Background: an optimization exercise with open tools, aiming at small area and a short achievable clock period. Do not read the settings as production practice. Only simulation tests tie the RTL to the original design; equivalence was not proved.

// Dot_product
module Dot_product(in, clk, reset, en, out, sel, done, ready);
  input         clk, reset, en;
  input  [31:0] in;
  output [31:0] out;
  output [3:0]  sel;
  output        done, ready;
  reg  [3:0] cnt;
  reg        ph;
  reg  [2:0] rs, cs;
  wire [3:0] nsel;
  wire       nph;
  wire [2:0] nrs, ncs;
  FSM fsm(.sel(cnt), .ph(ph), .nsel(nsel), .nph(nph), .nrs(nrs), .ncs(ncs));
  always @(posedge clk or posedge reset)
    if (reset) begin
      cnt <= 4'd0;
      ph  <= 1'b0;
      rs  <= 3'b100;
      cs  <= 3'b100;
    end else if (en) begin
      cnt <= nsel;
      ph  <= nph;
      rs  <= nrs;
      cs  <= ncs;
    end
  assign sel   = cnt;
  assign ready = ~ph;
  assign done  = ph;
  reg [8:0][31:0] w;
  integer k;
  always @(posedge clk)
    for (k = 0; k < 9; k = k + 1)
      if (!ph && cnt == k) w[k] <= in;
  wire from_in = ~ph;    
  localparam K = 5;    
  wire [2:0][15:0] an, bn;    
  genvar m;
  generate
    for (m = 0; m < 3; m = m + 1) begin : lane
      wire [15:0] l = ({16{rs[0]}} & w[m][15:0])      | ({16{rs[1]}} & w[3+m][15:0])  | ({16{rs[2]}} & w[6+m][15:0]);
      wire [15:0] h = ({16{cs[0]}} & w[3*m][31:16])   | ({16{cs[1]}} & w[3*m+1][31:16]) | ({16{cs[2]}} & w[3*m+2][31:16]);
      if (m == 2) begin : late
        assign an[m] = ~(from_in ? in[15:0]  : l);
        assign bn[m] = ~(from_in ? in[31:16] : h);
      end else begin : early
        assign an[m] = ~l;
        assign bn[m] = ~h;
      end
    end
  endgenerate
  wire [31:0]  s;
  wire [31:K+1] c;
  wire        ci;
  Multiplier mul(.a0n(an[0]), .b0n(bn[0]), .a1n(an[1]), .b1n(bn[1]), .a2n(an[2]), .b2n(bn[2]), .s(s), .c(c), .ci(ci));
  reg [31:0]  rsum;
  reg [31:K+1] rcar;
  reg         rci;
  always @(posedge clk)
    if (en) begin
      rsum <= s;
      rcar <= c;
      rci  <= ci;
    end
  assign out[K:0] = rsum[K:0];
  Adder #(.N(31 - K)) add(.a(rsum[31:K+1]), .b(rcar), .ci(rci), .sum(out[31:K+1]));
endmodule
For scale: ~2300 cells after synthesis, roughly 360 flip-flops, ~32000 um^2 of cells after synthesis.
export LEC_CHECK = 0
export CAP_MARGIN = 20
export CORE_MARGIN = 2
export CORE_UTILIZATION = 65
export CTS_BUF_LIST = sky130_fd_sc_hd__clkbuf_8
export SLEW_MARGIN = 20
export SYNTH_HIERARCHICAL = 1
export SYNTH_MINIMUM_KEEP_SIZE = 0
create_clock -name core_clock -period 27.0 [get_ports {clk}]
standard.sh (not shown) runs the stock make flow with config.mk's settings and CLKGATE_MAP_FILE= SYNTH_SCRIPT=/design/flow/synth_recipe.tcl, a recipe that flattens the netlist after the stock synthesis.
==> flow/flow/run.sh <==
#!/bin/bash
# Standard ORFS layout, with timing repair aimed below the achieved period
# (repair margin) and fast port buffers.  Each make run logs to its own file
# here; ORFS keeps every tool's log under orfs/logs/.
set -euo pipefail
bash standard.sh finish \
  SETUP_SLACK_MARGIN=18.6 \
  "BUFFER_PORTS_ARGS=-buffer_cell sky130_fd_sc_hd__buf_4" \
  > make_finish.log 2>&1
Then changed:
--- a/flow/flow/run.sh
+++ b/flow/flow/run.sh
@@ -6,4 +6,4 @@
 bash standard.sh finish \
-  SETUP_SLACK_MARGIN=18.6 \
-  "BUFFER_PORTS_ARGS=-buffer_cell sky130_fd_sc_hd__buf_4" \
+  SETUP_SLACK_MARGIN=18.5 \
+  "BUFFER_PORTS_ARGS=-buffer_cell sky130_fd_sc_hd__buf_2" \
   > make_finish.log 2>&1
What happened: Clock skew drops by 0.034 ns; global-route usage drops by 2.0 points; routed wire length drops by 2.6%; flip-flop and latch count does not change; sequential share of layout area climbs by 0.41 points; critical path depth drops by 1; count of clock-buffer cells in the layout does not change; design area drops by 1.3%; setup slack gets worse by 0.054 ns; area after synthesis stays the same.
Then changed:
--- a/flow/flow/run.sh
+++ b/flow/flow/run.sh
@@ -7,3 +7,3 @@
   SETUP_SLACK_MARGIN=18.5 \
-  "BUFFER_PORTS_ARGS=-buffer_cell sky130_fd_sc_hd__buf_2" \
+  "BUFFER_PORTS_ARGS=-buffer_cell sky130_fd_sc_hd__buf_4" \
   > make_finish.log 2>&1
Result: The changed run ran to the end with no violations; wire length fell by 5.2%; design area came out lower by 1.5%; cell count falls by 1.7%; fmax went up by 0.52%.

## what the ideal ports hide
The flow's constraints put no driver on any port. The routed layouts listed below were extracted and timed again, unchanged, in two steps.
Step 1 assumes that a clkbuf_16 drives the clock port and a buf_2 every other input.
Step 2 also shifts input and output timing later by t, the mid clock arrival at the registers, as if the neighbouring blocks saw the same clock.
a / b / c = ideal ports / drivers / drivers and shift; a / b = the first two.
run	shift t [ns]	setup WS [ns]	worst setup path after step 2	clock arrival spread, ns	worst register clock-pin slew, ns
the first run	0.750	18.549 / 18.552 / 17.802	input to register	0.070 / 0.071	0.06 / 0.06
the second run	0.738	18.495 / 18.508 / 17.770	input to register	0.037 / 0.037	0.07 / 0.07
the third run	0.739	18.540 / 18.543 / 17.804	input to register	0.061 / 0.060	0.07 / 0.07
After both steps setup and hold are still met in every run listed. The setup slack of the first run, which loses most, moves by +0.003 ns with the drivers and by -0.747 ns with both steps.
